This design comes from an exercise in tuning for small area on the open sky130 flow, not from production work.
Where RTL was checked, it was by simulation tests only, not by an equivalence proof against the original.
For runs 3 to 8, only the layout was checked, not whether the RTL still works.
No activity file was given, so power comes from the tool's default toggle rates.

--- design.v ---
module calc(input wire clk,
            input wire btnac,
            input wire btnl,
            input wire btnr,
            input wire btnc,
            input wire btnd,
            input wire [15:0] sw,
            output wire [15:0] led);
    reg [15:0] acc;
    reg        btnc_d;
    reg [4:0]  cnt;
    reg        s7;       
    reg        cf;       
    assign led = acc;
    wire press = btnc & ~btnc_d;
    wire act   = press | (cnt != 5'd0);
    wire [1:0] hL, hC, hR, hYE, hCE, hP, hNN;
    wire fill, mul;
    calc_ctrl u_ctrl (.op({btnl, btnr, btnd}), .sw(sw[15:0]), .k(cnt[4:1]), .ph(cnt[0]),
                      .act(act), .clr_n(~btnac), .a(acc[15]),
                      .hL(hL), .hC(hC), .hR(hR), .hYE(hYE), .hCE(hCE), .hP(hP), .hNN(hNN),
                      .fill(fill), .mul(mul));
    wire [15:0] ge;
    calc_therm u_therm (.k(cnt[4:1]), .mul(mul), .ge(ge));
    wire [16:0] c;
    wire [15:0] nxt;
    wire c8n;
    assign c[0] = hP[0];
    assign c[8] = (cf & ~btnac) | hP[1];
    genvar i;
    for (i = 0; i < 16; i = i + 1) begin : g_bit
        localparam integer H = i / 8;
        wire cn;
        calc_bit u_bit (.xl((i == 0) ? 1'b0 : (i == 8) ? s7 : acc[i-1]), .xc(acc[i]),
                        .xr((i == 15) ? fill : acc[i+1]),
                        .sl(hL[H]), .sc(hC[H]), .sr(hR[H]), .b(sw[i]), .g(ge[i]), .ye(hYE[H]),
                        .ci(c[i]), .nn(hNN[H]), .gn((i == 15) ? 1'b0 : ge[i+1]), .ce(hCE[H]),
                        .p(hP[H]), .q(nxt[i]), .cn(cn));
        if (i == 7) begin : g_c7
            assign c8n = cn;
        end else if (i != 15) begin : g_c
            assign c[i+1] = cn;
        end
    end
    always @(posedge clk) begin
        btnc_d <= btnc;
        s7 <= acc[7];
        cf <= c8n;
        if (btnac) cnt <= 5'd0;
        else if (act) cnt <= cnt + 5'd1;
        acc <= nxt;
    end
endmodule
module calc_ctrl(input wire [2:0] op, input wire [15:0] sw, input wire [3:0] k,
                 input wire ph, act, clr_n, a,
                 output wire [1:0] hL, hC, hR, hYE, hCE, hP, hNN,
                 output wire fill, output wire mul);
    wire l = op[2], r = op[1], d = op[0];
    wire big = |sw[15:5];
    wire n4  = sw[4];
    wire [3:0] nl = sw[3:0];
    wire kz   = (k == 4'd0);
    wire k1   = (k == 4'd1);
    wire k2   = (k == 4'd2);
    wire k_lt = k < nl;
    wire k_le = k <= nl;
    wire sh      = ~l & ~r;
    wire lsr     = sh & ~d;
    wire lsl     = sh & d;
    wire addsub  = ~l & r;
    wire sub     = addsub & d;
    assign mul   = l & ~r & ~d;
    wire logic_  = l & (r | d);
    wire nn      = l & (r ^ d);
    wire nor_    = l & ~r & d;
    wire clr  = sh & (big | (d & n4));
    wire fst  = lsr & ~big & n4 & kz;                  
    wire R    = lsr & ~big & (n4 ? (~kz & k_le) : k_lt);
    wire L    = mul | (lsl & ~big & ~n4 & k_lt);
    wire YE   = (mul & a) | (addsub & k1) | (logic_ & kz);
    wire CE   = (mul & a) | (addsub & k1);
    wire P    = (sub & (kz | k2)) | (nor_ & kz) | (fst & a);
    wire NN   = nn & kz;
    assign fill = a & ~n4;
    wire run = act & clr_n;
    wire lo  = run & ~ph;
    wire hi  = run & ph;
    wire nc  = clr | fst | L | R;
    assign hL  = {hi & L,  lo & L};
    assign hR  = {hi & R,  lo & R};
    assign hC  = {clr_n & ~(hi & nc), clr_n & ~(lo & nc)};
    assign hYE = {hi & YE, lo & YE};
    assign hCE = {hi & CE, lo & CE};
    assign hP  = {hi & P,  lo & P};
    assign hNN = {hi & NN, lo & NN};
endmodule
module calc_therm(input wire [3:0] k, input wire mul, output wire [15:0] ge);
    wire [3:0] kp = mul ? k : 4'd15;
    genvar i;
    for (i = 0; i < 16; i = i + 1) begin : g_ge
        assign ge[i] = (kp >= i);
    end
endmodule
module calc_bit(input wire xl, xc, xr, sl, sc, sr, b, g, ye, ci, nn, gn, ce, p,
                output wire q, cn);
    wire x = (sl & xl) | (sc & xc) | (sr & xr);
    wire y = b & g & ye;
    wire s = x ^ y ^ ci;
    wire co = (x & y) | (x & ci) | (y & ci);
    assign q = nn ? ~co : s;
    assign cn = (co & gn & ce) | p;
endmodule
--- flow/run.sh ---
#!/bin/bash
# Standard layout, with two changes: the port buffers are the smallest
# buffer cell, and after floorplan every combinational cell gets the smallest
# drive strength that keeps timing (flow/downsize.tcl).
export BUFFER_PORTS_ARGS="-buffer_cell sky130_fd_sc_hd__buf_1"
export POST_FLOORPLAN_TCL="$PWD/flow/downsize.tcl"
bash standard.sh > standard.log 2>&1
--- flow/downsize.tcl ---
# Run at the end of floorplan: give every combinational cell the smallest
# drive strength of its kind (drive 1) unless that lowers the worst setup
# slack by more than 20 ps.
set base_ws [sta::worst_slack_cmd max]
set n 0
foreach inst [get_cells *] {
  set ref [get_property $inst ref_name]
  if {![regexp {^(sky130_fd_sc_hd__[a-z0-9]+)_([0-9]+)$} $ref -> base drv]} { continue }
  if {[regexp {df|dl|clk|tap|fill|decap|conb|buf|inv} $base]} { continue }
  if {$drv <= 1} { continue }
  set cand [get_lib_cells -quiet */${base}_1]
  if {[llength $cand] == 0} { continue }
  replace_cell $inst [lindex $cand 0]
  if {[sta::worst_slack_cmd max] < $base_ws - 20e-12} {
    replace_cell $inst [lindex [get_lib_cells */$ref] 0]
  } else {
    incr n
  }
}
puts "downsize: $n cells set to drive 1, worst slack [sta::worst_slack_cmd max] (was $base_ws)"
--- standard.sh ---
#!/bin/bash
# synth_recipe.tcl (not shown) runs the flow's synth.tcl, then flattens the netlist and writes it again
# the make line also repeats each setting of config.mk as NAME=value (left out here)
make -C /OpenROAD-flow-scripts/flow DESIGN_CONFIG=/design/flow/config.mk WORK_HOME=/design/flow/orfs CLKGATE_MAP_FILE= SYNTH_SCRIPT=/design/flow/synth_recipe.tcl "${@:-finish}"
--- config.mk ---
export PLATFORM = sky130hd
export DESIGN_NAME = calc
export DESIGN_NICKNAME = calc
export VERILOG_FILES = /design/flow/design.v
export SDC_FILE = /design/flow/constraint.sdc
export NUM_CORES = 4
export LEC_CHECK = 0
export ABC_AREA = 0
export ABC_CLOCK_PERIOD_IN_PS = 10000
export CAP_MARGIN = 20
export CORE_MARGIN = 2
export CORE_UTILIZATION = 75
export CTS_BUF_LIST = sky130_fd_sc_hd__clkbuf_8
export SLEW_MARGIN = 20
export SYNTH_HIERARCHICAL = 1
export SYNTH_MINIMUM_KEEP_SIZE = 0
--- constraint.sdc ---
create_clock -name core_clock -period 10.0 [get_ports {clk}]
set_input_delay 2.0000 -clock core_clock [delete_from_list [all_inputs] [get_ports {clk}]]
set_output_delay 2.0000 -clock core_clock [all_outputs]
set_load 0.01 [all_outputs]
==> results of run 1 <==
-- power breakdown --
| part | internal, mW | switching (mW) |
|---|---|---|
| Combinational | 0.0656 | 0.102 |
| Clock | 0.0352 | 0.0331 |
| Sequential | 0.128 | 0.0390 |
| Total | 0.229 | 0.174 |
-- path summary, 6_finish.rpt --
path,to
setup / recovery,acc[15]$_DFF_P_
hold / removal,s7$_DFF_P_
setup reg to reg,acc[15]$_DFF_P_
hold reg to reg,s7$_DFF_P_
-- metal layers --
layer	global-route usage, %	up-vias	share of wire, %
li1	-	1039	-
met1	46.4	1008	41
met2	57.5	143	47
met3	5.67	23	9.2
met4	13.0	0	2.9
met5	0	-	0
-- per-stage QoR --
stage | hold slack (ns) | cell area (µm²) | power [mW] | cells | worst slack (ns)
floorplan | 0.404 | 2130 | 0.286 | 269 | 1.46
global placement | 0.373 | 2250 | 0.323 | 336 | 0.822
detailed placement | 0.384 | 2250 | 0.332 | 336 | 0.506
CTS | 0.392 | 2310 | 0.399 | 340 | 0.816
global route | 0.408 | 2310 | 0.431 | 340 | 0.256
finish | 0.389 | 2310 | 0.403 | 340 | 0.665
-- cell type report --
cell class,instances,share of cell area [%]
Timing Repair Buffer,39,6.66
Tap cell,31,1.68
Multi-Input combinational cell,214,63.9
Sequential cell,24,20.8
Clock buffer,4,2.38
Inverter,28,4.55
-- state kept, by name, indices dropped and copies added, names as in the netlist --
register  flops
s7            1
acc          16
cf            1
btnc_d        1
cnt           5
-- placed cells by master (no fill, tap or decap), types with 2 or more instances in the layout --
master	n
nor4_1	4
conb_1	2
nor2b_1	6
buf_1	37
o21bai_1	15
dfxtp_1	24
inv_1	28
o21ai_1	6
buf_4	2
clkbuf_8	4
nand3_1	24
a21oi_1	4
fa_1	16
nor3_1	6
nor2_1	16
xor2_1	2
a22oi_1	2
nand2_1	49
a222oi_1	16
o21ai_0	20
ha_1	7
nand3b_1	3
nand2b_1	3
==> run notes, run 1 <==
status=timing/DRC/antenna clean; cts bufs inserted=3; worst reg2reg path depth=30; Hold Crit Start=acc[7]$_DFF_P_; Die X-Extent=57.2 µm; CTS clk-pin slew, worst paths=0.09 ns; DRT Pass-1 Iters=6; layout cells sized above 1=1.94%; Setup TNS=0 ns; GRT Total Usage=34.9%; register area=480 µm²; leakage=0.697 nW; Critical path buffers and inverters=9; critical path required time=10.12 ns; GPL Wtd Cong=0.921; synthesized area per cell=7.90 µm²; worst min path class=reg -> reg; WL/cell=16.0 µm; peak supply drop=0.000152 V; Setup Fix Bufs, Post-CTS=0; Cell Pwr Density=174 nW/µm²; Crit-path slowest cell=nor2_1; RSZ-0062 raised after global routing=false; CTS Root Buffer Type=clkbuf_8; CTS Hold Buffers Added=0; Worst setup EP type=flip-flop; Longest Clk Path Bufs=2; worst r2r src=cnt[2]$_SDFFE_PP0P_; DR vias=2213; Synth Instances=269; Worst Setup Path Type=in -> reg; WP depth=32; Final Net Count=355; Post-route DRC=0; Crit Path Max Fanout=8; # setup viols final=0; Rows=19; final core occ=84.5%; grt ovf=0; Period minus WS final=9.33 ns; largest net degree at the start of global routing=17; arrival time at the worst endpoint=9.45 ns; Post-Route WL=5450 µm; Worst setup SP type=input port; Layout area overhead=8.65%; vias in the first global route=2005; ANT cells=0; Hold Fails Final Rpt=0; Starting Density=77.8%; CTS tree=yes; Multi-input gate area=1480 µm²; H-tree lvl count=1; antenna violations before repair=0; first-pass GRT wire length=8970 µm; cts repair resizes=0; Layout fillers=174; Die Y=57.2 µm; Yosys warnings=7; drt via density=6.51; max cap viols=0; Slew headroom=38.3%; Ports=38; Final HPWL DP=4150 µm; Antenna Nets Post-Route=0; max-slew violations=0; Crit path largest cell delay=0.59 ns; Placeable Area=2730 µm²; Syn Nets=314; clock latency (worst-skew pair)=0.27 ns; R2R setup slack=1.82 ns; Port Buf Inserts=37; Critical Path Source=sw[1]; Hold Path Depth=0; Final period util=93.3%; DRT iter0 DRCs=321; total die area=3280 µm²; Synth Cell Area=2130 µm²; Top delay family on crit path=adder cells; Fmax achieved=107 MHz; clock sink total=24; clk_skew=0.00596 ns; worst slew pin tran=0.923 ns
==> inputs of run 2 (changes only) <==
--- a/config.mk
+++ b/config.mk
@@ -10,5 +10,5 @@
 export CAP_MARGIN = 20
 export CORE_MARGIN = 2
-export CORE_UTILIZATION = 75
+export CORE_UTILIZATION = 60
 export CTS_BUF_LIST = sky130_fd_sc_hd__clkbuf_8
 export SLEW_MARGIN = 20
==> run 2 against run 1 <==
Effect of this change:
- count of clock-buffer cells in the layout fell by 1
- worst setup slack improved by 0.44 ns
- synthesized area did not move
- critical path type unchanged
- final area fell by 0.11%
- non-clock buffer count fell by 1
- still clean on timing, DRC and antenna
- highest routed layer unchanged
- sequential power barely moved
- clock power fell by 17%
- sequential share of layout area barely moved
- flip-flop and latch count did not move
- via count fell by 6.0%
==> run notes, run 2 <==
Ports=38 (unchanged); Layout area overhead=8.53%; CTS clk-pin slew, worst paths=0.08 ns (about the same); Synth Cell Area=2130 µm² (unchanged); critical path required time=10.12 ns (about the same); antenna violations before repair=0 (unchanged); total die area=4030 µm² (+23%); max cap viols=0 (unchanged); Hold Fails Final Rpt=0 (unchanged); ANT cells=0 (unchanged); worst slew pin tran=0.895 ns (-0.0279 ns); worst min path class=reg -> reg; largest net degree at the start of global routing=17 (unchanged); GRT Total Usage=26.8% (-8.1 points); DRT iter0 DRCs=135 (-58%); Hold Crit Endpoint=s7$_DFF_P_; Slew headroom=40.1% (+1.9 points); Post-route DRC=0 (unchanged); GPL Wtd Cong=0.875 (-5.0%); clock network fraction of total power=14.8% (-2.2 points); Reg with most FFs=acc; # setup viols final=0 (unchanged); Logic pwr share=42.0% (+0.5 points); peak supply drop=0.000148 V (-2.3%); met1 usage=35.7% (-11 points); R2R setup slack=2.12 ns (+0.30 ns); Final HPWL DP=3850 µm (-7.0%); Die Y=63.5 µm (+11%); met2 usage=45.8% (-12 points); Longest Clk Path Bufs=2 (unchanged); DR vias=2080 (-6.0%); switching power=164 µW (-5.4%); worst r2r src=cnt[1]$_SDFFE_PP0P_; WL/cell=13.9 µm (-13%); clk_skew=0.00232 ns (-0.00364 ns); arrival time at the worst endpoint=9.02 ns (-0.43 ns); Worst Setup Path Type=in -> reg; Reg power frac=43.3% (+1.8 points); Syn Nets=314 (unchanged); CTS Hold Buffers Added=0 (unchanged); Rows=21 (+2); Hold Path Depth=0 (unchanged); Port Buf Inserts=37 (unchanged); status=timing/DRC/antenna clean; switching part of the total=42.7% (-0.41 points); clock latency (worst-skew pair)=0.26 ns (about the same); GR Layer Usage met3=4.46% (-1.2 points); DRT Pass-1 Iters=5 (-1); Fmax achieved=112 MHz (+4.9%); Period minus WS final=8.90 ns (-0.437 ns); Hold Crit Start=acc[7]$_DFF_P_; cts bufs inserted=3 (unchanged); Placeable Area=3360 µm² (+23%); cts repair resizes=0 (unchanged); Pint=220 µW (-3.8%); first-pass GRT wire length=8760 µm (-2.4%); Largest regs=acc (16), cnt (5); grt ovf=0 (unchanged); Setup TNS=0 ns (unchanged); Post-Route WL=4920 µm (-9.7%); Starting Density=63.2% (-15 points); leakage=0.685 nW (-1.7%); RSZ-0062 raised after global routing=false; Crit path largest cell delay=0.52 ns (-0.07 ns); Crit Path Max Fanout=8 (unchanged); RR Endpoint=acc[15]$_DFF_P_; Worst setup SP type=input port; synthesized area per cell=7.90 µm² (unchanged); vias in the first global route=1966 (-1.9%); Setup Fix Bufs, Post-CTS=0 (unchanged); worst reg2reg path depth=32 (+6.7%); drt via density=5.89 (-9.5%); H-tree lvl count=1 (unchanged); Worst Hold Slack=0.397 ns (+0.00771 ns); Worst setup EP type=flip-flop; clock sink total=24 (unchanged); most used routing layer=met2; layout cells sized above 1=1.30% (-0.64 points); CTS tree=yes; Die X-Extent=63.5 µm (+11%); Cell Pwr Density=167 nW/µm² (-4.4%); max-slew violations=0 (unchanged); commonest non-fill, non-tap cell in the layout=nand2_1; Layout fillers=334 (+92%); most frequent cells in the layout=nand2_1, buf_1, inv_1; Largest register FFs=16 (unchanged); Yosys warnings=7 (unchanged); Crit-path slowest cell=fa_1; CTS Root Buffer Type=clkbuf_8; Synth Instances=269 (unchanged); Antenna Nets Post-Route=0 (unchanged); Final period util=89.0% (-4.4 points); Final Net Count=354 (-0.28%)
==> run 2: layer usage <==
metal  part of all wire (%)  vias up
li1                       -     1038
met1                     46      985
met2                     49       53
met3                    4.3        4
met4                   0.59        0
met5                      0        -
==> run 2: power by group through the flow <==
stage | logic (mW) | clock network, mW | registers (mW)
after floorplan | 0.115 | 0 | 0.172
after global placement | 0.160 | 0 | 0.167
after detailed placement | 0.162 | 0 | 0.168
after CTS | 0.163 | 0.0592 | 0.166
after global routing | 0.186 | 0.0625 | 0.172
final | 0.161 | 0.0569 | 0.166
==> run 2: final cells by class <==
cell class | count | area, µm² | area share [%]
multi-input cells | 214 | 1480 | 64.0
well taps | 46 | 57.6 | 2.49
flip-flops and latches | 24 | 480 | 20.8
repair buffers | 38 | 146 | 6.34
inverters | 28 | 105 | 4.56
clock buffers | 3 | 41.3 | 1.79
==> run 2: critical path, delay by kind of cell <==
kind	cells	cell delay, ns
buffers and inverters	9	0.63
AO/OA/AOI/OAI	11	1.66
AND/OR/NAND/NOR	3	0.83
adder cells (fa/ha/maj)	9	3.89
==> run 2: worst max path at each step <==
stage	start	endpoint	slack, ns	cells after the start
2_1_floorplan	sw[1]	acc[7]$_DFF_P_	1.46	31
3_3_place_gp	sw[1]	acc[7]$_DFF_P_	0.92	32
3_5_place_dp	sw[1]	acc[7]$_DFF_P_	0.81	32
4_1_cts	sw[1]	acc[7]$_DFF_P_	1.09	32
5_1_grt	sw[1]	acc[15]$_DFF_P_	0.41	32
6_report	sw[1]	acc[7]$_DFF_P_	1.10	32
==> run 2: stage by stage <==
stage | instance area, µm² | instances | setup WS, ns | power (mW) | util (%)
finish | 2310 | 353 | 1.10 | 0.385 | 68.6
global route | 2310 | 353 | 0.410 | 0.421 | 68.6
CTS | 2310 | 353 | 1.09 | 0.388 | 68.6
detailed placement | 2270 | 350 | 0.809 | 0.330 | 67.4
global placement | 2270 | 350 | 0.922 | 0.327 | 67.4
floorplan | 2130 | 269 | 1.46 | 0.286 | -
==> inputs of run 3 (changes only) <==
--- a/design.v
+++ b/design.v
@@ -23,22 +23,22 @@
     wire [15:0] ge;
     calc_therm u_therm (.k(cnt[4:1]), .mul(mul), .ge(ge));
-    wire [16:0] c;
+    wire [16:0] cn;      
     wire [15:0] nxt;
     wire c8n;
-    assign c[0] = hP[0];
-    assign c[8] = (cf & ~btnac) | hP[1];
+    assign cn[0] = ~hP[0];
+    assign cn[8] = ~((cf & ~btnac) | hP[1]);
     genvar i;
     for (i = 0; i < 16; i = i + 1) begin : g_bit
         localparam integer H = i / 8;
-        wire cn;
+        wire con;
         calc_bit u_bit (.xl((i == 0) ? 1'b0 : (i == 8) ? s7 : acc[i-1]), .xc(acc[i]),
                         .xr((i == 15) ? fill : acc[i+1]),
                         .sl(hL[H]), .sc(hC[H]), .sr(hR[H]), .b(sw[i]), .g(ge[i]), .ye(hYE[H]),
-                        .ci(c[i]), .nn(hNN[H]), .gn((i == 15) ? 1'b0 : ge[i+1]), .ce(hCE[H]),
-                        .p(hP[H]), .q(nxt[i]), .cn(cn));
+                        .cin_n(cn[i]), .nn(hNN[H]), .gn((i == 15) ? 1'b0 : ge[i+1]), .ce(hCE[H]),
+                        .p(hP[H]), .q(nxt[i]), .cout_n(con));
         if (i == 7) begin : g_c7
-            assign c8n = cn;
+            assign c8n = ~con;
         end else if (i != 15) begin : g_c
-            assign c[i+1] = cn;
+            assign cn[i+1] = con;
         end
     end
@@ -96,17 +96,16 @@
 endmodule
 module calc_therm(input wire [3:0] k, input wire mul, output wire [15:0] ge);
-    wire [3:0] kp = mul ? k : 4'd15;
-    genvar i;
-    for (i = 0; i < 16; i = i + 1) begin : g_ge
-        assign ge[i] = (kp >= i);
-    end
+    wire [3:0] kp = k | {4{~mul}};
+    wire [3:0] t2 = {kp[1] & kp[0], kp[1], kp[1] | kp[0], 1'b1};
+    wire [7:0] t3 = {t2 & {4{kp[2]}}, t2 | {4{kp[2]}}};
+    assign ge = {t3 & {8{kp[3]}}, t3 | {8{kp[3]}}};
 endmodule
-module calc_bit(input wire xl, xc, xr, sl, sc, sr, b, g, ye, ci, nn, gn, ce, p,
-                output wire q, cn);
-    wire x = (sl & xl) | (sc & xc) | (sr & xr);
-    wire y = b & g & ye;
-    wire s = x ^ y ^ ci;
-    wire co = (x & y) | (x & ci) | (y & ci);
-    assign q = nn ? ~co : s;
-    assign cn = (co & gn & ce) | p;
+module calc_bit(input wire xl, xc, xr, sl, sc, sr, b, g, ye, cin_n, nn, gn, ce, p,
+                output wire q, cout_n);
+    wire xn = ~((sl & xl) | (sc & xc) | (sr & xr));
+    wire yn = ~(b & g & ye);
+    wire sn = xn ^ yn ^ cin_n;
+    wire con = (xn & yn) | (xn & cin_n) | (yn & cin_n);
+    assign q = nn ? con : ~sn;
+    assign cout_n = ~((~con & gn & ce) | p);
 endmodule
==> run 3 against run 2 <==
Effect of this change:
- critical path depth is 2 lower
- worst hold slack worse by 0.0048 ns
- total power is 2.8% higher
- non-clock buffer count is 2 higher
- die area is 3.3% lower
- fmax is 2.3% higher
- synthesized cell count is 5.6% lower
- global-route usage is 0.14 points lower
- sequential power hardly changed
- combinational power hardly changed
- critical path type unchanged
- critical endpoint unchanged
==> run notes, run 3 <==
arrival time at the worst endpoint=8.82 ns (-0.20 ns); Syn Nets=299 (-4.8%); Rows=21 (unchanged); max-slew violations=0 (unchanged); cts bufs inserted=3 (unchanged); Largest regs=acc (16), cnt (5); clock sink total=24 (unchanged); GPL Wtd Cong=0.896 (+2.3%); Final HPWL DP=3890 µm (+0.94%); Die Y=62.5 µm (-1.7%); setup ws final=1.30 ns (+0.200 ns); CTS Root Buffer Type=clkbuf_8; Port Buf Inserts=37 (unchanged); Multi-input gate area=1380 µm² (-6.4%); largest net degree at the start of global routing=17 (unchanged); Placeable Area=3310 µm² (-1.6%); Layout area overhead=10.0%; worst slew pin tran=0.886 ns (-0.00839 ns); # setup viols final=0 (unchanged); vias in the first global route=1890 (-3.9%); Slew headroom=40.7% (+0.56 points); CTS Hold Buffers Added=0 (unchanged); drt via density=5.93 (+0.59%); antenna violations before repair=0 (unchanged); Yosys warnings=7 (unchanged); Hold Fails Final Rpt=0 (unchanged); status=timing/DRC/antenna clean; most frequent cells in the layout=buf_1, nand2_1, inv_1; CTS clk-pin slew, worst paths=0.08 ns (about the same); register area=480 µm² (unchanged); Final period util=87.0% (-2.0 points); Final Net Count=342 (-3.4%); Design Power=395 µW (+2.8%); Synth Instances=254 (-5.6%); Crit-path slowest cell=fa_1; first-pass GRT wire length=8550 µm (-2.4%); CP most frequent cell=fa_1; commonest non-fill, non-tap cell in the layout=buf_1; Crit Path Max Fanout=11 (+3); Post-route DRC=0 (unchanged); pre-CTS setup slack=1.04 ns (+0.226 ns); DRT Pass-1 Iters=5 (unchanged); Reg with most FFs=acc; DRT iter0 DRCs=212 (+57%); peak supply drop=0.000161 V (+8.5%); Starting Density=61.9% (-1.3 points); Antenna Nets Post-Route=0 (unchanged); Post-Route WL=4940 µm (+0.45%); Synth Cell Area=2050 µm² (-3.5%); H-tree lvl count=1 (unchanged); Worst setup SP type=input port; leakage=0.824 nW (+20%); Largest register FFs=16 (unchanged); Fmax achieved=115 MHz (+2.3%); WL/cell=14.4 µm (+3.7%); worst min path class=reg -> reg; Layout fillers=306 (-8.4%); Worst setup EP type=flip-flop; max cap viols=0 (unchanged); Worst Hold Slack=0.392 ns (-0.00476 ns); DR vias=2027 (-2.5%); Setup TNS=0 ns (unchanged); layout cells sized above 1=2.70% (+1.4 points); Crit path largest cell delay=0.55 ns (+0.03 ns); GRT Total Usage=26.6% (-0.14 points); critical path required time=10.12 ns (about the same); total die area=3900 µm² (-3.3%); Die X-Extent=62.5 µm (-1.7%); Cell Pwr Density=175 nW/µm² (+5.1%); final core occ=68.1% (-0.46 points); CTS tree=yes; Period minus WS final=8.70 ns (-0.200 ns); grt ovf=0 (unchanged); Worst Setup Path Type=in -> reg; clock latency (worst-skew pair)=0.27 ns (about the same); Setup Fix Bufs, Post-CTS=0 (unchanged); cts repair resizes=0 (unchanged); Longest Clk Path Bufs=2 (unchanged); Ports=38 (unchanged); ANT cells=0 (unchanged); clk_skew=0.00707 ns (+0.00475 ns); RSZ-0062 raised after global routing=false; synthesized area per cell=8.07 µm² (+2.2%)
==> run 3: worst paths after layout <==
kind                            start             end  slack [ns]  cells past startpoint
setup reg to reg  cnt[1]$_SDFFE_PP0P_  acc[7]$_DFF_P_        2.39                     32
hold / removal         acc[7]$_DFF_P_      s7$_DFF_P_        0.39                      0
hold reg to reg        acc[7]$_DFF_P_      s7$_DFF_P_        0.39                      0
setup / recovery                 btnl  acc[7]$_DFF_P_        1.30                     30
==> run 3: report_power, final <==
group	switching (mW)	leakage (nW)	internal (mW)
Combinational	0.100	0.598	0.0631
Sequential	0.0373	0.197	0.128
Clock	0.0314	0.0288	0.0351
==> run 3: worst max-delay path, delay by kind of cell <==
kind / cells / cell delay, ns
simple gates: 4 / 1.23
buf+inv: 8 / 0.66
compound gates: 10 / 1.16
fa+ha+maj: 8 / 3.76
==> run 3: area by class of cell <==
| class | count | area share [%] |
|---|---|---|
| clock buffer | 4 | 2.44 |
| timing repair buffer | 40 | 7.15 |
| sequential | 24 | 21.3 |
| multi-input combinational | 196 | 61.2 |
| inverter | 32 | 5.32 |
| tap | 46 | 2.55 |
==> run 3: per-layer routing <==
layer	global-route usage [%]	vias to the layer above	share of wire, %
met3	5.23	7	6.1
met2	44.9	73	48
met5	0	-	0
met1	35.6	936	45
li1	-	1011	-
met4	5.56	0	0.93
==> run 3: metrics by stage <==
stage | cells | cell area, µm²
final | 342 | 2260
after global routing | 342 | 2260
after CTS | 342 | 2260
after detailed placement | 338 | 2200
after global placement | 338 | 2200
after floorplan | 254 | 2050
==> inputs of run 4 (changes only) <==
--- a/design.v
+++ b/design.v
@@ -15,10 +15,10 @@
     wire press = btnc & ~btnc_d;
     wire act   = press | (cnt != 5'd0);
-    wire [1:0] hL, hC, hR, hYE, hCE, hP, hNN;
-    wire fill, mul;
-    calc_ctrl u_ctrl (.op({btnl, btnr, btnd}), .sw(sw[15:0]), .k(cnt[4:1]), .ph(cnt[0]),
+    wire [1:0] hL, hC, hR, hYE, hP, hNN;
+    wire CE, fill, mul, lsl;
+    calc_ctrl u_ctrl (.op({btnl, btnr, btnd}), .sw(sw[15:0]), .cnt(cnt),
                       .act(act), .clr_n(~btnac), .a(acc[15]),
-                      .hL(hL), .hC(hC), .hR(hR), .hYE(hYE), .hCE(hCE), .hP(hP), .hNN(hNN),
-                      .fill(fill), .mul(mul));
+                      .hL(hL), .hC(hC), .hR(hR), .hYE(hYE), .hP(hP), .hNN(hNN),
+                      .CE(CE), .fill(fill), .mul(mul), .lsl(lsl));
     wire [15:0] ge;
     calc_therm u_therm (.k(cnt[4:1]), .mul(mul), .ge(ge));
@@ -32,8 +32,8 @@
         localparam integer H = i / 8;
         wire con;
-        calc_bit u_bit (.xl((i == 0) ? 1'b0 : (i == 8) ? s7 : acc[i-1]), .xc(acc[i]),
+        calc_bit u_bit (.xl((i == 0) ? 1'b0 : (i == 8) ? (lsl ? acc[7] : s7) : acc[i-1]), .xc(acc[i]),
                         .xr((i == 15) ? fill : acc[i+1]),
                         .sl(hL[H]), .sc(hC[H]), .sr(hR[H]), .b(sw[i]), .g(ge[i]), .ye(hYE[H]),
-                        .cin_n(cn[i]), .nn(hNN[H]), .gn((i == 15) ? 1'b0 : ge[i+1]), .ce(hCE[H]),
+                        .cin_n(cn[i]), .nn(hNN[H]), .gn((i == 15) ? 1'b0 : ge[i+1]), .ce(CE),
                         .p(hP[H]), .q(nxt[i]), .cout_n(con));
         if (i == 7) begin : g_c7
@@ -52,20 +52,17 @@
     end
 endmodule
-module calc_ctrl(input wire [2:0] op, input wire [15:0] sw, input wire [3:0] k,
-                 input wire ph, act, clr_n, a,
-                 output wire [1:0] hL, hC, hR, hYE, hCE, hP, hNN,
-                 output wire fill, output wire mul);
+module calc_ctrl(input wire [2:0] op, input wire [15:0] sw, input wire [4:0] cnt,
+                 input wire act, clr_n, a,
+                 output wire [1:0] hL, hC, hR, hYE, hP, hNN,
+                 output wire CE, fill, mul, lsl);
     wire l = op[2], r = op[1], d = op[0];
+    wire [3:0] k = cnt[4:1];
+    wire ph  = cnt[0];
     wire big = |sw[15:5];
-    wire n4  = sw[4];
-    wire [3:0] nl = sw[3:0];
-    wire kz   = (k == 4'd0);
-    wire k1   = (k == 4'd1);
-    wire k2   = (k == 4'd2);
-    wire k_lt = k < nl;
-    wire k_le = k <= nl;
+    wire kz  = (k == 4'd0);
+    wire k1  = (k == 4'd1);
+    wire k2  = (k == 4'd2);
     wire sh      = ~l & ~r;
-    wire lsr     = sh & ~d;
-    wire lsl     = sh & d;
+    assign lsl   = sh & d;
     wire addsub  = ~l & r;
     wire sub     = addsub & d;
@@ -74,22 +71,27 @@
     wire nn      = l & (r ^ d);
     wire nor_    = l & ~r & d;
-    wire clr  = sh & (big | (d & n4));
-    wire fst  = lsr & ~big & n4 & kz;                  
-    wire R    = lsr & ~big & (n4 ? (~kz & k_le) : k_lt);
-    wire L    = mul | (lsl & ~big & ~n4 & k_lt);
+    wire [5:0] lt;
+    assign lt[0] = 1'b0;
+    genvar j;
+    for (j = 0; j < 5; j = j + 1) begin : g_lt
+        assign lt[j+1] = (~cnt[j] & sw[j]) | (~cnt[j] & lt[j]) | (sw[j] & lt[j]);
+    end
+    wire shgo = ~big & lt[5];
+    wire clr  = sh & (big | (d & sw[4]));
+    wire R    = sh & ~d & shgo;
+    wire L    = mul | (lsl & shgo);
     wire YE   = (mul & a) | (addsub & k1) | (logic_ & kz);
-    wire CE   = (mul & a) | (addsub & k1);
-    wire P    = (sub & (kz | k2)) | (nor_ & kz) | (fst & a);
+    assign CE = (mul & a) | (addsub & k1);
+    wire P    = (sub & (kz | k2)) | (nor_ & kz);
     wire NN   = nn & kz;
-    assign fill = a & ~n4;
+    assign fill = a & ~cnt[4];
     wire run = act & clr_n;
-    wire lo  = run & ~ph;
-    wire hi  = run & ph;
-    wire nc  = clr | fst | L | R;
+    wire lo  = run & (sh | ~ph);
+    wire hi  = run & (sh | ph);
+    wire nc  = clr | L | R;
     assign hL  = {hi & L,  lo & L};
     assign hR  = {hi & R,  lo & R};
     assign hC  = {clr_n & ~(hi & nc), clr_n & ~(lo & nc)};
     assign hYE = {hi & YE, lo & YE};
-    assign hCE = {hi & CE, lo & CE};
     assign hP  = {hi & P,  lo & P};
     assign hNN = {hi & NN, lo & NN};
==> run 4 against run 3 <==
Effect of this change:
- routed wire length is 1.7% higher
- synthesized cell count down 3.5%
- flip-flop and latch count is the same
- cell count down 2.3%
- utilization is 0.18 points lower
- total power fell by 1.5%
- critical endpoint is now acc[15]$_DFF_P_
- critical path type unchanged
- largest power group unchanged
- die area is 0.85% lower
- global-route usage rose by 1.1 points
==> run notes, run 4 <==
Syn Nets=286 (-4.3%); DRT Pass-1 Iters=8 (+3); most frequent cells in the layout=buf_1, inv_1, nand2_1; Die X-Extent=62.2 µm (-0.42%); RSZ-0062 raised after global routing=false; Worst setup SP type=input port; WL/cell=15.0 µm (+4.1%); Die Y=62.2 µm (-0.42%); cts bufs inserted=3 (unchanged); setup ws final=1.31 ns (+0.00889 ns); layout cells sized above 1=4.17% (+1.5 points); GPL Wtd Cong=0.952 (+6.4%); max-slew violations=0 (unchanged); Period minus WS final=8.69 ns (-0.00889 ns); commonest non-fill, non-tap cell in the layout=buf_1; H-tree lvl count=1 (unchanged); largest net degree at the start of global routing=17 (unchanged); clock sink total=24 (unchanged); total die area=3870 µm² (-0.85%); GR Layer Usage met3=4.35% (-0.88 points); Post-route DRC=0 (unchanged); Longest Clk Path Bufs=2 (unchanged); CTS tree=yes; met2 usage=45.7% (+0.76 points); cell area after layout=2230 µm² (-1.1%); DR vias=2046 (+0.94%); Largest register FFs=16 (unchanged); Hold Fails Final Rpt=0 (unchanged); Final HPWL DP=3880 µm (-0.30%); clk_skew=0.00328 ns (-0.00378 ns); max cap viols=0 (unchanged); first-pass GRT wire length=8800 µm (+2.9%); Final Net Count=330 (-3.5%); CP most frequent cell=fa_1; leakage=0.783 nW (-4.9%); clock latency (worst-skew pair)=0.26 ns (about the same); Placeable Area=3280 µm² (-0.79%); Synth Cell Area=2030 µm² (-0.92%); Final period util=86.9% (-0.089 points); Crit path largest cell delay=0.55 ns (about the same); synthesized area per cell=8.29 µm² (+2.7%); Largest regs=acc (16), cnt (5); drt via density=6.13 (+3.4%); Reg with most FFs=acc; Layout area overhead=9.85%; Post-Route WL=5020 µm (+1.7%); Worst Setup Path Type=in -> reg; Synth Instances=245 (-3.5%); Setup TNS=0 ns (unchanged); Cell Pwr Density=175 nW/µm² (-0.41%); met1 usage=37.4% (+1.8 points); Antenna Nets Post-Route=0 (unchanged); Yosys warnings=7 (unchanged); Port Buf Inserts=37 (unchanged); most used routing layer=met2; Critical path buffers and inverters=8 (unchanged); vias in the first global route=1937 (+2.5%); Top delay family on crit path=adder cells; status=timing/DRC/antenna clean; worst slew pin tran=0.903 ns (+0.0169 ns); peak supply drop=0.000160 V (-0.48%); Worst setup EP type=flip-flop; antenna violations before repair=0 (unchanged); Crit-path slowest cell=fa_1; Crit Path Max Fanout=8 (-3); cts repair resizes=0 (unchanged); final core occ=68.0% (-0.18 points); ANT cells=0 (unchanged); Rows=21 (unchanged); Fmax achieved=115 MHz (+0.10%); Placed Area=2180 µm² (-1.1%); Worst Hold Slack=0.421 ns (+0.0291 ns); Setup Fix Bufs, Post-CTS=0 (unchanged); arrival time at the worst endpoint=8.81 ns (about the same); CTS clk-pin slew, worst paths=0.09 ns (about the same); Slew headroom=39.6% (-1.1 points); Starting Density=61.9% (-0.076 points); grt ovf=0 (unchanged); DRT iter0 DRCs=161 (-24%); worst min path class=reg -> reg; Ports=38 (unchanged); critical path required time=10.12 ns (about the same); # setup viols final=0 (unchanged); GRT Total Usage=27.7% (+1.1 points); CTS Root Buffer Type=clkbuf_8; pre-CTS setup slack=1.05 ns (+0.0166 ns); CTS Hold Buffers Added=0 (unchanged)
## run 4: cell count changes in the layout (fill, tap and decap cells not counted), sizes merged, moves of 2 or more
| cell | previous run | this run |
|---|---|---|
| ha | 7 | 3 |
| nor3 | 6 | 9 |
| nand2 | 34 | 28 |
| nor2 | 16 | 14 |
| buf | 40 | 42 |
| o211ai | 1 | 4 |
| nand3 | 23 | 21 |
| o21ai | 27 | 22 |
## run 4: final timing paths
kind / cells past startpoint / from / slack, ns / to
setup / recovery: 30 / sw[11] / 1.31 / acc[15]$_DFF_P_
hold / removal: 0 / acc[7]$_DFF_P_ / 0.42 / s7$_DFF_P_
setup reg to reg: 31 / cnt[1]$_SDFFE_PP0P_ / 2.41 / acc[7]$_DFF_P_
hold reg to reg: 0 / acc[7]$_DFF_P_ / 0.42 / s7$_DFF_P_
## run 4: cell type report
cell class | instances | area [µm²]
multi-input combinational | 185 | 1340
timing repair buffer | 42 | 176
inverter | 33 | 124
clock buffer | 4 | 55.1
tap | 46 | 57.6
fill | 307 | 1050
sequential | 24 | 480
## run 4: per-layer routing
metal	up-vias	part of all wire, %	wire, µm
li1	993	-	-
met1	969	44	2190
met2	78	49	2450
met3	6	6.5	325
met4	0	0.98	49
met5	-	0	0
## run 4: per-stage QoR
stage,instances,total power [mW]
floorplan,245,0.275
global placement,330,0.320
detailed placement,330,0.322
CTS,334,0.391
global route,334,0.420
finish,334,0.390
## run 4: where the power goes
| group | internal, mW | switching, mW |
|---|---|---|
| clock | 0.0351 | 0.0319 |
| combinational | 0.0601 | 0.0986 |
| sequential | 0.127 | 0.0367 |
| total | 0.222 | 0.167 |
==> inputs of run 5 (changes only) <==
--- a/config.mk
+++ b/config.mk
@@ -12,4 +12,6 @@
 export CORE_UTILIZATION = 60
 export CTS_BUF_LIST = sky130_fd_sc_hd__clkbuf_8
+export CTS_CLUSTER_DIAMETER = 200
+export CTS_CLUSTER_SIZE = 30
 export SLEW_MARGIN = 20
 export SYNTH_HIERARCHICAL = 1
==> run 5 against run 4 <==
Effect of this change:
- largest power group unchanged
- clock skew is the same
- worst hold slack unchanged
- highest routed layer unchanged
- cell count unchanged
- worst setup slack is the same
- critical path depth is the same
- synthesized area stayed put
- still clean on timing, DRC and antenna
- global-route usage did not move
- non-clock buffer count did not move
- clock power is essentially flat
- register-to-register slack is essentially flat
==> run notes, run 5 <==
Design Power=390 µW (unchanged); Synth Instances=245 (unchanged); Placeable Area=3280 µm² (unchanged); Crit Path Max Fanout=8 (unchanged); cell area after layout=2230 µm² (unchanged); switching part of the total=42.9% (unchanged); clk_skew=0.00328 ns (unchanged); DRT iter0 DRCs=161 (unchanged); first-pass GRT wire length=8800 µm (unchanged); Setup TNS=0 ns (unchanged); clock network fraction of total power=17.2% (about the same); GRT Total Usage=27.7% (unchanged); Worst Setup Path Type=in -> reg; # setup viols final=0 (unchanged); cts bufs inserted=3 (unchanged); Pint=222 µW (unchanged); Largest register FFs=16 (unchanged); Setup Fix Bufs, Post-CTS=0 (unchanged); Final Net Count=330 (unchanged); Placed Area=2180 µm² (unchanged); Die Y=62.2 µm (unchanged); Yosys warnings=7 (unchanged); Die X-Extent=62.2 µm (unchanged); clock latency (worst-skew pair)=0.26 ns (about the same); Post-Route WL=5020 µm (unchanged); Post-route DRC=0 (unchanged); H-tree lvl count=1 (unchanged); Longest Clk Path Bufs=2 (unchanged); Final HPWL DP=3880 µm (unchanged); RSZ-0062 raised after global routing=false; CTS Hold Buffers Added=0 (unchanged); critical path required time=10.12 ns (about the same); CTS Root Buffer Type=clkbuf_8; CTS clk-pin slew, worst paths=0.09 ns (about the same); Hold Fails Final Rpt=0 (unchanged); Crit-path slowest cell=fa_1; status=timing/DRC/antenna clean; commonest non-fill, non-tap cell in the layout=buf_1; Rows=21 (unchanged); WL/cell=15.0 µm (unchanged); CTS tree=yes; Reg with most FFs=acc; Final period util=86.9% (unchanged); Port Buf Inserts=37 (unchanged); Reg power frac=42.1% (about the same); ANT cells=0 (unchanged); Cell Pwr Density=175 nW/µm² (unchanged); max cap viols=0 (unchanged); antenna violations before repair=0 (unchanged); Crit path largest cell delay=0.55 ns (about the same); Antenna Nets Post-Route=0 (unchanged); clock sink total=24 (unchanged); layout cells sized above 1=4.17% (unchanged); grt ovf=0 (unchanged); Period minus WS final=8.69 ns (unchanged); Layout fillers=307 (unchanged); Hold Path Depth=0 (unchanged); most frequent cells in the layout=buf_1, inv_1, nand2_1; vias in the first global route=1937 (unchanged); drt via density=6.13 (unchanged); Worst setup SP type=input port; Syn Nets=286 (unchanged); peak supply drop=0.000160 V (unchanged); largest net degree at the start of global routing=17 (unchanged); worst min path class=reg -> reg; max-slew violations=0 (unchanged); Layout area overhead=9.85% (unchanged); GPL Wtd Cong=0.952 (unchanged); worst slew pin tran=0.903 ns (unchanged); Logic pwr share=40.7% (about the same); Fmax achieved=115 MHz (unchanged); Largest regs=acc (16), cnt (5); worst reg2reg path depth=31 (unchanged); arrival time at the worst endpoint=8.81 ns (about the same); Worst setup EP type=flip-flop; switching power=167 µW (unchanged); cts repair resizes=0 (unchanged); total die area=3870 µm² (unchanged); leakage=0.783 nW (unchanged); Ports=38 (unchanged); R2R setup slack=2.41 ns (about the same); DR vias=2046 (unchanged); Synth Cell Area=2030 µm² (unchanged); CP most frequent cell=fa_1; DRT Pass-1 Iters=8 (unchanged); Slew headroom=39.6% (unchanged); Starting Density=61.9% (unchanged); synthesized area per cell=8.29 µm² (unchanged)
==> run 5: cell type report <==
type	instances	area (µm²)	area share, %
inverter	33	124	5.55
sequential	24	480	21.5
multi-input combinational	185	1340	60.0
clock buffer	4	55.1	2.47
tap	46	57.6	2.58
timing repair buffer	42	176	7.90
==> run 5: final timing paths <==
| check | end | start |
|---|---|---|
| min reg2reg | s7$_DFF_P_ | acc[7]$_DFF_P_ |
| max | acc[15]$_DFF_P_ | sw[11] |
| min | s7$_DFF_P_ | acc[7]$_DFF_P_ |
| max reg2reg | acc[7]$_DFF_P_ | cnt[1]$_SDFFE_PP0P_ |
==> run 5: power groups by stage <==
stage          registers [mW]  clock network (mW)  logic [mW]
3_5_place_dp            0.165                   0       0.157
4_1_cts                 0.163              0.0692       0.159
2_1_floorplan           0.167                   0       0.108
3_3_place_gp            0.164                   0       0.157
6_report                0.164              0.0670       0.159
5_1_grt                 0.168              0.0714       0.181
==> run 5: stage by stage <==
step / utilization (%) / worst slack, ns / std cells / hold slack [ns]
2_1_floorplan: - / 1.68 / 245 / 0.412
3_3_place_gp: 66.3 / 1.15 / 330 / 0.419
3_5_place_dp: 66.3 / 1.05 / 330 / 0.410
4_1_cts: 68.0 / 1.37 / 334 / 0.424
5_1_grt: 68.0 / 0.666 / 334 / 0.444
6_report: 68.0 / 1.31 / 334 / 0.421
==> run 5: routing by layer <==
layer  track usage, %  wire [µm]
met4             9.72         49
met2             45.7       2450
met5                0          0
met1             37.4       2190
met3             4.35        325
==> run 5: critical path: cells and delay by family <==
| family | cells | cell delay, ns |
|---|---|---|
| adders and majority gates | 8 | 3.74 |
| AOI/OAI and AO/OA | 10 | 1.15 |
| and+or+nand+nor | 4 | 1.36 |
| buffers and inverters | 8 | 0.54 |
==> inputs of run 6 (changes only) <==
--- a/config.mk
+++ b/config.mk
@@ -11,5 +11,5 @@
 export CORE_MARGIN = 2
 export CORE_UTILIZATION = 60
-export CTS_BUF_LIST = sky130_fd_sc_hd__clkbuf_8
+export CTS_BUF_LIST = sky130_fd_sc_hd__clkbuf_16
 export CTS_CLUSTER_DIAMETER = 200
 export CTS_CLUSTER_SIZE = 30
==> run 6 against run 5 <==
Effect of this change:
- still clean on timing, DRC and antenna
- worst setup slack improved by 0.038 ns
- clock skew down 0.0020 ns
- die area unchanged
- final area is 1.1% higher
- sequential power about the same
- global-route usage rose by 0.43 points
- clock power grew about 30%
- routed wire length increased by 0.66%
- critical path depth did not move
- synthesized cell count stayed put
- worst hold slack got worse by 0.00052 ns
- critical endpoint unchanged
- largest cell class unchanged
- highest routed layer unchanged
==> run notes, run 6 <==
status=timing/DRC/antenna clean; DRT iter0 DRCs=168 (+4.3%); switching power=169 µW (+1.1%); Crit path largest cell delay=0.55 ns (about the same); Crit-path slowest cell=fa_1; CTS tree=yes; Final HPWL DP=3880 µm (unchanged); Port Buf Inserts=37 (unchanged); peak supply drop=0.000171 V (+7.0%); Post-Route WL=5050 µm (+0.66%); total die area=3870 µm² (unchanged); worst r2r src=cnt[1]$_SDFFE_PP0P_; WL/cell=15.1 µm (+0.66%); RSZ-0062 raised after global routing=false; Hold Crit Start=acc[7]$_DFF_P_; commonest non-fill, non-tap cell in the layout=buf_1; Pint=241 µW (+8.3%); RR Endpoint=acc[7]$_DFF_P_; H-tree lvl count=1 (unchanged); Crit Path Max Fanout=8 (unchanged); Ports=38 (unchanged); largest net degree at the start of global routing=17 (unchanged); Starting Density=61.9% (unchanged); Synth Instances=245 (unchanged); clock sink total=24 (unchanged); grt ovf=0 (unchanged); R2R setup slack=2.44 ns (+0.03 ns); Antenna Nets Post-Route=0 (unchanged); Logic pwr share=38.7% (-2.0 points); max-slew violations=0 (unchanged); critical path required time=10.11 ns (about the same); GRT Total Usage=28.2% (+0.43 points); switching part of the total=41.2% (-1.7 points); Worst setup EP type=flip-flop; Post-route DRC=0 (unchanged); cts bufs inserted=3 (unchanged); worst reg2reg path depth=31 (unchanged); arrival time at the worst endpoint=8.76 ns (-0.05 ns); drt via density=6.14 (+0.29%); Hold Fails Final Rpt=0 (unchanged); worst min path class=reg -> reg; ANT cells=0 (unchanged); Slew headroom=40.0% (+0.46 points); Period minus WS final=8.65 ns (-0.0385 ns); layout cells sized above 1=3.82% (-0.35 points); vias in the first global route=1944 (+0.36%); Synth Cell Area=2030 µm² (unchanged); final core occ=68.7% (+0.72 points); Hold Crit Endpoint=s7$_DFF_P_; Largest register FFs=16 (unchanged); first-pass GRT wire length=8890 µm (+1.1%); # setup viols final=0 (unchanged); clk_skew=0.00132 ns (-0.00196 ns); Die X-Extent=62.2 µm (unchanged); clock network fraction of total power=21.2% (+4.0 points); most frequent cells in the layout=buf_1, inv_1, nand2_1; DRT Pass-1 Iters=5 (-3); CTS clk-pin slew, worst paths=0.06 ns (-0.03 ns); Worst Setup Path Type=in -> reg; Final Net Count=330 (unchanged); Rows=21 (unchanged); worst slew pin tran=0.896 ns (-0.00683 ns); Placeable Area=3280 µm² (unchanged); CP most frequent cell=fa_1; Worst setup SP type=input port; Reg with most FFs=acc; Setup TNS=0 ns (unchanged); clock latency (worst-skew pair)=0.26 ns (about the same); Syn Nets=286 (unchanged); Die Y=62.2 µm (unchanged); Reg power frac=40.1% (-2.0 points); synthesized area per cell=8.29 µm² (unchanged); CTS Hold Buffers Added=0 (unchanged); Layout area overhead=11.0%; Final period util=86.5% (-0.38 points); antenna violations before repair=0 (unchanged); Longest Clk Path Bufs=2 (unchanged); CTS Root Buffer Type=clkbuf_16; DR vias=2052 (+0.29%); GPL Wtd Cong=0.952 (unchanged); Yosys warnings=7 (unchanged); Cell Pwr Density=182 nW/µm² (+4.1%); Hold Path Depth=0 (unchanged); max cap viols=0 (unchanged); Largest regs=acc (16), cnt (5); Fmax achieved=116 MHz (+0.44%); Setup Fix Bufs, Post-CTS=0 (unchanged); cts repair resizes=0 (unchanged); leakage=0.793 nW (+1.2%)
## run 6: layer usage
layer  global-route usage [%]  vias up  share of wire (%)
li1                         -      996                  -
met1                     38.3      963                 42
met2                     46.7       84                 50
met3                     3.62        9                6.2
met4                     9.44        0                1.4
met5                        0        -                  0
## run 6: worst max path at each step
| stage | startpoint | to | slack (ns) | depth (start not counted) |
|---|---|---|---|---|
| 2_1_floorplan | sw[11] | acc[15]$_DFF_P_ | 1.68 | 29 |
| 3_3_place_gp | sw[11] | acc[7]$_DFF_P_ | 1.15 | 30 |
| 3_5_place_dp | sw[11] | acc[15]$_DFF_P_ | 1.05 | 30 |
| 4_1_cts | sw[11] | acc[15]$_DFF_P_ | 1.36 | 30 |
| 5_1_grt | sw[11] | acc[15]$_DFF_P_ | 0.66 | 30 |
| 6_report | sw[11] | acc[15]$_DFF_P_ | 1.35 | 30 |
## run 6: per-stage QoR
stage                     std cells  total power, mW  setup slack [ns]  instance area, µm²  hold slack [ns]
final                           334            0.410              1.35                2260            0.421
after floorplan                 245            0.275              1.68                2030            0.412
after CTS                       334            0.410              1.36                2260            0.420
after global routing            334            0.442             0.658                2260            0.441
after global placement          330            0.320              1.15                2180            0.419
after detailed placement        330            0.322              1.05                2180            0.410
## run 6: power by group through the flow
stage,clock [mW],sequential [mW],combinational [mW]
after floorplan,0,0.167,0.108
after global placement,0,0.164,0.157
after detailed placement,0,0.165,0.157
after CTS,0.0886,0.163,0.159
after global routing,0.0919,0.168,0.181
final,0.0868,0.164,0.159
## run 6: critical path: cells and delay by family
| kind | cells | cell delay, ns |
|---|---|---|
| AO/OA/AOI/OAI | 10 | 1.14 |
| adder cells (fa/ha/maj) | 8 | 3.74 |
| buffers and inverters | 8 | 0.55 |
| AND/OR/NAND/NOR | 4 | 1.32 |
## run 6: area by class of cell
type,instances,area [µm²]
inverters,33,124
clock buffers,3,75.1
multi-input cells,185,1340
flip-flops and latches,24,480
clock inverters,1,3.75
repair buffers,42,176
fillers,303,1030
well taps,46,57.6
==> inputs of run 7 (changes only) <==
--- a/design.v
+++ b/design.v
@@ -17,43 +17,7 @@
     wire [1:0] hL, hC, hR, hYE, hP, hNN;
     wire CE, fill, mul, lsl;
-    calc_ctrl u_ctrl (.op({btnl, btnr, btnd}), .sw(sw[15:0]), .cnt(cnt),
-                      .act(act), .clr_n(~btnac), .a(acc[15]),
-                      .hL(hL), .hC(hC), .hR(hR), .hYE(hYE), .hP(hP), .hNN(hNN),
-                      .CE(CE), .fill(fill), .mul(mul), .lsl(lsl));
-    wire [15:0] ge;
-    calc_therm u_therm (.k(cnt[4:1]), .mul(mul), .ge(ge));
-    wire [16:0] cn;      
-    wire [15:0] nxt;
-    wire c8n;
-    assign cn[0] = ~hP[0];
-    assign cn[8] = ~((cf & ~btnac) | hP[1]);
-    genvar i;
-    for (i = 0; i < 16; i = i + 1) begin : g_bit
-        localparam integer H = i / 8;
-        wire con;
-        calc_bit u_bit (.xl((i == 0) ? 1'b0 : (i == 8) ? (lsl ? acc[7] : s7) : acc[i-1]), .xc(acc[i]),
-                        .xr((i == 15) ? fill : acc[i+1]),
-                        .sl(hL[H]), .sc(hC[H]), .sr(hR[H]), .b(sw[i]), .g(ge[i]), .ye(hYE[H]),
-                        .cin_n(cn[i]), .nn(hNN[H]), .gn((i == 15) ? 1'b0 : ge[i+1]), .ce(CE),
-                        .p(hP[H]), .q(nxt[i]), .cout_n(con));
-        if (i == 7) begin : g_c7
-            assign c8n = ~con;
-        end else if (i != 15) begin : g_c
-            assign cn[i+1] = con;
-        end
-    end
-    always @(posedge clk) begin
-        btnc_d <= btnc;
-        s7 <= acc[7];
-        cf <= c8n;
-        if (btnac) cnt <= 5'd0;
-        else if (act) cnt <= cnt + 5'd1;
-        acc <= nxt;
-    end
-endmodule
-module calc_ctrl(input wire [2:0] op, input wire [15:0] sw, input wire [4:0] cnt,
-                 input wire act, clr_n, a,
-                 output wire [1:0] hL, hC, hR, hYE, hP, hNN,
-                 output wire CE, fill, mul, lsl);
+    wire [2:0] op = {btnl, btnr, btnd};
+    wire clr_n = ~btnac;
+    wire a = acc[15];
     wire l = op[2], r = op[1], d = op[0];
     wire [3:0] k = cnt[4:1];
@@ -96,10 +60,38 @@
     assign hP  = {hi & P,  lo & P};
     assign hNN = {hi & NN, lo & NN};
-endmodule
-module calc_therm(input wire [3:0] k, input wire mul, output wire [15:0] ge);
-    wire [3:0] kp = k | {4{~mul}};
+    wire [3:0] k_m = cnt[4:1];
+    wire [15:0] ge;
+    wire [3:0] kp = k_m | {4{~mul}};
     wire [3:0] t2 = {kp[1] & kp[0], kp[1], kp[1] | kp[0], 1'b1};
     wire [7:0] t3 = {t2 & {4{kp[2]}}, t2 | {4{kp[2]}}};
     assign ge = {t3 & {8{kp[3]}}, t3 | {8{kp[3]}}};
+    wire [16:0] cn;      
+    wire [15:0] nxt;
+    wire c8n;
+    assign cn[0] = ~hP[0];
+    assign cn[8] = ~((cf & ~btnac) | hP[1]);
+    genvar i;
+    for (i = 0; i < 16; i = i + 1) begin : g_bit
+        localparam integer H = i / 8;
+        wire con;
+        calc_bit u_bit (.xl((i == 0) ? 1'b0 : (i == 8) ? (lsl ? acc[7] : s7) : acc[i-1]), .xc(acc[i]),
+                        .xr((i == 15) ? fill : acc[i+1]),
+                        .sl(hL[H]), .sc(hC[H]), .sr(hR[H]), .b(sw[i]), .g(ge[i]), .ye(hYE[H]),
+                        .cin_n(cn[i]), .nn(hNN[H]), .gn((i == 15) ? 1'b0 : ge[i+1]), .ce(CE),
+                        .p(hP[H]), .q(nxt[i]), .cout_n(con));
+        if (i == 7) begin : g_c7
+            assign c8n = ~con;
+        end else if (i != 15) begin : g_c
+            assign cn[i+1] = con;
+        end
+    end
+    always @(posedge clk) begin
+        btnc_d <= btnc;
+        s7 <= acc[7];
+        cf <= c8n;
+        if (btnac) cnt <= 5'd0;
+        else if (act) cnt <= cnt + 5'd1;
+        acc <= nxt;
+    end
 endmodule
 module calc_bit(input wire xl, xc, xr, sl, sc, sr, b, g, ye, cin_n, nn, gn, ce, p,
--- a/config.mk
+++ b/config.mk
@@ -11,7 +11,5 @@
 export CORE_MARGIN = 2
 export CORE_UTILIZATION = 60
-export CTS_BUF_LIST = sky130_fd_sc_hd__clkbuf_16
-export CTS_CLUSTER_DIAMETER = 200
-export CTS_CLUSTER_SIZE = 30
+export CTS_BUF_LIST = sky130_fd_sc_hd__clkbuf_8
 export SLEW_MARGIN = 20
 export SYNTH_HIERARCHICAL = 1
==> run 7 against run 6 <==
Effect of this change:
- still clean
- critical path depth unchanged
- worst hold slack got worse by 0.011 ns
- sequential share of layout area increased by 0.55 points
- die area decreased by 3.3%
- combinational power increased by 12%
- count of clock-buffer cells in the layout unchanged
- cell count decreased by 7.5%
- clock skew increased by 0.0042 ns
- synthesized cell count decreased by 6.1%
- worst setup slack got worse by 0.10 ns
- final area decreased by 2.5%
- critical path type unchanged
- critical endpoint unchanged
- largest cell class unchanged
- largest power group is now combinational cells
==> run notes, run 7 <==
status=timing/DRC/antenna clean; Hold Fails Final Rpt=0 (unchanged); clock network fraction of total power=20.2% (-1.0 points); H-tree lvl count=1 (unchanged); Final HPWL DP=3950 µm (+1.8%); Worst Setup Path Type=in -> reg; CTS Hold Buffers Added=0 (unchanged); DRT iter0 DRCs=203 (+21%); cell area after layout=2200 µm² (-2.5%); Largest register FFs=16 (unchanged); Layout fillers=270 (-11%); Placed Area=2130 µm² (-2.2%); Period minus WS final=8.75 ns (+0.103 ns); R2R setup slack=2.66 ns (+0.22 ns); worst r2r src=cnt[2]$_SDFFE_PP0N_; max-slew violations=0 (unchanged); cts repair resizes=0 (unchanged); GRT Total Usage=29.2% (+1.0 points); vias in the first global route=1803 (-7.3%); largest net degree at the start of global routing=17 (unchanged); Antenna Nets Post-Route=0 (unchanged); Design Power=437 µW (+6.5%); antenna violations before repair=0 (unchanged); Placeable Area=3080 µm² (-6.3%); Crit Path Max Fanout=16 (+8); Worst setup SP type=input port; Fmax achieved=114 MHz (-1.2%); Pint=255 µW (+5.8%); Yosys warnings=7 (unchanged); CTS tree=yes; Layout area overhead=12.2%; clock latency (worst-skew pair)=0.27 ns (about the same); DRT Pass-1 Iters=5 (unchanged); Post-Route WL=5120 µm (+1.4%); first-pass GRT wire length=8270 µm (-7.0%); Largest regs=acc (16), cnt (5); Reg with most FFs=acc; Post-route DRC=0 (unchanged); worst min path class=reg -> reg; switching power=182 µW (+7.6%); # setup viols final=0 (unchanged); Crit-path slowest cell=a32o_1; ANT cells=0 (unchanged); Hold Crit Start=acc[7]$_DFF_P_; grt ovf=0 (unchanged); Rows=20 (-4.8%); Die X-Extent=61.2 µm (-1.7%); DR vias=1927 (-6.1%); GPL Wtd Cong=0.897 (-5.9%); Ports=38 (unchanged); commonest non-fill, non-tap cell in the layout=buf_1; Hold Path Depth=0 (unchanged); critical path required time=10.13 ns (+0.02 ns); leakage=0.787 nW (-0.72%); Slew headroom=29.1% (-11 points); max cap viols=0 (unchanged); Die Y=61.2 µm (-1.7%); Reg power frac=39.1% (-1.0 points); Syn Nets=271 (-5.2%); Hold Crit Endpoint=s7$_DFF_P_; Worst setup EP type=flip-flop; synthesized area per cell=8.52 µm² (+2.8%); Port Buf Inserts=37 (unchanged); cts bufs inserted=3 (unchanged); clk_skew=0.00554 ns (+0.00422 ns); clock sink total=24 (unchanged); worst slew pin tran=1.06 ns (+0.163 ns); Setup TNS=0 ns (unchanged); Cell Pwr Density=199 nW/µm² (+9.3%); CTS Root Buffer Type=clkbuf_8; worst reg2reg path depth=29 (-6.5%); WL/cell=16.6 µm (+9.6%); Final Net Count=307 (-7.0%); RR Endpoint=acc[15]$_DFF_P_; Logic pwr share=40.7% (+2.0 points); Synth Cell Area=1960 µm² (-3.5%); CTS clk-pin slew, worst paths=0.10 ns (+0.04 ns); CP most frequent cell=fa_1; Crit path largest cell delay=0.62 ns (+0.07 ns); total die area=3740 µm² (-3.3%); Starting Density=63.7% (+1.8 points); Final period util=87.5% (+1.0 points); drt via density=6.24 (+1.5%); peak supply drop=0.000115 V (-33%); Synth Instances=230 (-6.1%); most frequent cells in the layout=buf_1, inv_1, dfxtp_1; layout cells sized above 1=2.64% (-1.2 points); Setup Fix Bufs, Post-CTS=0 (unchanged); switching part of the total=41.6% (+0.42 points); Longest Clk Path Bufs=2 (unchanged); arrival time at the worst endpoint=8.88 ns (+0.12 ns); RSZ-0062 raised after global routing=false
-- run 7: worst max path at each step --
stage                     start               to  slack (ns)
after floorplan           sw[0]   acc[7]$_DFF_P_        2.20
after global placement     btnl  acc[15]$_DFF_P_        1.13
after detailed placement   btnl  acc[15]$_DFF_P_        1.09
after CTS                  btnl  acc[15]$_DFF_P_        1.35
after global routing       btnl  acc[15]$_DFF_P_        0.74
final                      btnl  acc[15]$_DFF_P_        1.25
-- run 7: critical path, delay by kind of cell --
| kind | cells | cell delay (ns) |
|---|---|---|
| adders and majority gates | 8 | 3.24 |
| AOI/OAI and AO/OA | 9 | 1.42 |
| and+or+nand+nor | 4 | 1.32 |
| muxes | 1 | 0.06 |
| buffers and inverters | 8 | 0.86 |
-- run 7: area by class of cell --
class                      instances  area (µm²)  area share, %
multi-input combinational        170        1340           61.0
clock buffer                       3        41.3           1.88
clock inverter                     1        30.0           1.37
inverter                          30         113           5.12
timing repair buffer              37         139           6.31
sequential                        24         480           21.8
tap                               44        55.1           2.50
-- run 7: through the flow --
step / instances / utilization, % / hold WS (ns) / setup slack [ns]
after floorplan: 230 / - / 0.413 / 2.20
after global placement: 305 / 69.1 / 0.396 / 1.13
after detailed placement: 305 / 69.1 / 0.393 / 1.09
after CTS: 309 / 71.5 / 0.407 / 1.35
after global routing: 309 / 71.5 / 0.420 / 0.743
final: 309 / 71.5 / 0.409 / 1.25
-- run 7: layer usage --
layer  up-vias  global-route usage [%]  share of wire [%]
met5         -                       0                  0
met2       100                    49.7                 47
met3        10                    2.52                6.8
met4         0                    7.14                1.9
met1       893                    40.1                 44
li1        924                       -                  -
-- run 7: power groups by stage --
stage                     logic [mW]  registers [mW]  clock network [mW]
after floorplan                0.114           0.175                   0
after global placement         0.173           0.171                   0
after detailed placement       0.175           0.172                   0
after CTS                      0.178           0.170              0.0882
after global routing           0.201           0.176              0.0920
final                          0.178           0.171              0.0882
==> inputs of run 8 (changes only) <==
--- a/flow/run.sh
+++ b/flow/run.sh
@@ -5,3 +5,4 @@
 export BUFFER_PORTS_ARGS="-buffer_cell sky130_fd_sc_hd__buf_1"
 export POST_FLOORPLAN_TCL="$PWD/flow/downsize.tcl"
+export CTS_ARGS="-sink_clustering_enable -repair_clock_nets -dont_use_dummy_load -buf_list sky130_fd_sc_hd__clkbuf_8"
 bash standard.sh > standard.log 2>&1
==> run 8 against run 7 <==
Effect of this change:
- die area stayed put
- first-iteration DRC count up 2.5%
- register-to-register slack better by 0.05 ns
- critical path type unchanged
- largest power group unchanged
==> run notes, run 8 <==
max-slew violations=0 (unchanged); commonest non-fill, non-tap cell in the layout=buf_1; Critical Path Source=btnl; grt ovf=0 (unchanged); Largest regs=acc (16), cnt (5); Period minus WS final=8.74 ns (-0.00905 ns); GPL Wtd Cong=0.897 (unchanged); total die area=3740 µm² (unchanged); peak supply drop=0.000106 V (-7.6%); Synth Cell Area=1960 µm² (unchanged); Worst Setup Path Type=in -> reg; Post-route DRC=0 (unchanged); status=timing/DRC/antenna clean; worst reg2reg path depth=29 (unchanged); Die Y=61.2 µm (unchanged); clk_skew=0.0141 ns (+0.00859 ns); largest net degree at the start of global routing=17 (unchanged); Yosys warnings=7 (unchanged); cts repair resizes=0 (unchanged); leakage=0.773 nW (-1.8%); worst min path class=reg -> reg; max cap viols=0 (unchanged); DR vias=1936 (+0.47%); clock latency (worst-skew pair)=0.27 ns (about the same); final core occ=70.5% (-0.98 points); antenna violations before repair=0 (unchanged); Die X-Extent=61.2 µm (unchanged); DRT Pass-1 Iters=6 (+1); Crit path largest cell delay=0.62 ns (about the same); first-pass GRT wire length=8250 µm (-0.25%); layout cells sized above 1=2.27% (-0.37 points); Fmax achieved=114 MHz (+0.10%); critical path required time=10.11 ns (-0.02 ns); pre-CTS setup slack=1.09 ns (unchanged); Final HPWL DP=3950 µm (unchanged); worst slew pin tran=1.02 ns (-0.0426 ns); DRT iter0 DRCs=208 (+2.5%); Setup TNS=0 ns (unchanged); Largest register FFs=16 (unchanged); Syn Nets=271 (unchanged); setup ws final=1.26 ns (+0.00905 ns); Slew headroom=32.0% (+2.9 points); Post-Route WL=5080 µm (-0.76%); Antenna Nets Post-Route=0 (unchanged); Reg with most FFs=acc; RR Endpoint=acc[15]$_DFF_P_; vias in the first global route=1771 (-1.8%); Worst setup EP type=flip-flop; Placeable Area=3080 µm² (unchanged); WL/cell=16.5 µm (-0.44%); Ports=38 (unchanged); CTS Root Buffer Type=clkbuf_8; arrival time at the worst endpoint=8.86 ns (-0.02 ns); Setup Fix Bufs, Post-CTS=0 (unchanged); R2R setup slack=2.71 ns (+0.05 ns); Hold Fails Final Rpt=0 (unchanged); Final period util=87.4% (-0.090 points); CTS tree=yes; Port Buf Inserts=37 (unchanged); most frequent cells in the layout=buf_1, inv_1, dfxtp_1; H-tree lvl count=1 (unchanged); crit path to=acc[15]$_DFF_P_; Cell Pwr Density=188 nW/µm² (-5.5%); Worst setup SP type=input port; # setup viols final=0 (unchanged); Rows=20 (unchanged); clock sink total=24 (unchanged); RSZ-0062 raised after global routing=false; CTS Hold Buffers Added=0 (unchanged); Starting Density=63.7% (unchanged); Crit Path Max Fanout=16 (unchanged); drt via density=6.29 (+0.79%); worst r2r src=cnt[2]$_SDFFE_PP0N_; Longest Clk Path Bufs=2 (unchanged); ANT cells=0 (unchanged); GRT Total Usage=29.2% (+0.044 points); Layout area overhead=10.7%; Crit-path slowest cell=a32o_1; synthesized area per cell=8.52 µm² (unchanged); Design Power=407 µW (-6.8%); Final Net Count=307 (unchanged); CTS clk-pin slew, worst paths=0.09 ns (about the same); CP most frequent cell=fa_1; cts bufs inserted=3 (unchanged); Synth Instances=230 (unchanged)
run 8: cell types whose count changed in the layout (fill, tap and decap cells not counted):
cell and change:
bufinv_16 -1
run 8: area by class of cell:
class	count	area (µm²)
repair buffers	37	139
well taps	44	55.1
fillers	273	908
inverters	30	113
flip-flops and latches	24	480
clock buffers	3	41.3
multi-input cells	170	1340
run 8: routing by layer:
metal | wire length [µm] | track usage (%)
met2 | 2390 | 49.1
met1 | 2180 | 40.9
met4 | 82 | 6.83
met5 | 0 | 0
met3 | 429 | 2.52
run 8: stage by stage:
| stage | hold slack, ns | area, µm² | cells |
|---|---|---|---|
| floorplan | 0.413 | 1960 | 230 |
| global placement | 0.396 | 2130 | 305 |
| detailed placement | 0.393 | 2130 | 305 |
| CTS | 0.407 | 2170 | 308 |
| global route | 0.420 | 2170 | 308 |
| finish | 0.409 | 2170 | 308 |
run 8: worst min path at each step:
stage | cells past startpoint | start | to | slack, ns
floorplan | 0 | acc[7]$_DFF_P_ | s7$_DFF_P_ | 0.41
global placement | 0 | acc[7]$_DFF_P_ | s7$_DFF_P_ | 0.40
detailed placement | 0 | acc[7]$_DFF_P_ | s7$_DFF_P_ | 0.39
CTS | 0 | acc[7]$_DFF_P_ | s7$_DFF_P_ | 0.41
global route | 0 | acc[7]$_DFF_P_ | s7$_DFF_P_ | 0.42
finish | 0 | acc[7]$_DFF_P_ | s7$_DFF_P_ | 0.41
run 8: where the power goes:
group / total [mW] / switching (mW) / internal, mW / leakage (nW)
sequential: 0.171 / 0.0395 / 0.131 / 0.197
combinational: 0.178 / 0.108 / 0.0698 / 0.554
clock: 0.0583 / 0.0313 / 0.0269 / 0.0216
total: 0.407 / 0.179 / 0.228 / 0.773
run 8: critical path, delay by kind of cell:
kind	cells	cell delay, ns
buf+inv	8	0.85
simple gates	4	1.30
fa+ha+maj	8	3.23
compound gates	9	1.42
mux	1	0.06

## what the ideal ports hide
The results above use ideal ports. As a check the final layouts listed here were re-extracted and re-timed, cells and wires unchanged.
Step 1, drivers: a clkbuf_16 drives clk and a buf_2 each remaining input, both assumed.
Step 2 times the ports against the registers' clock, not the clock port: input delays grow and output delays shrink by t, the midpoint of the rising clock arrivals with the driver on.
Three values: no drivers, after step 1, after step 2; two values: the first two.
| run | t, ns | slack for setup (ns) |
|---|---|---|
| run 1 | 0.295 | 0.665 / 0.671 / 0.376 |
| run 2 | 0.288 | 1.103 / 1.104 / 0.816 |
| run 3 | 0.291 | 1.303 / 1.310 / 1.018 |
| run 4 | 0.289 | 1.312 / 1.319 / 1.030 |
| run 5 | 0.289 | 1.312 / 1.319 / 1.030 |
| run 6 | 0.288 | 1.350 / 1.363 / 1.074 |
| run 7 | 0.294 | 1.247 / 1.248 / 0.954 |
| run 8 | 0.286 | 1.256 / 1.257 / 0.971 |
After both steps every run listed still meets setup and hold.
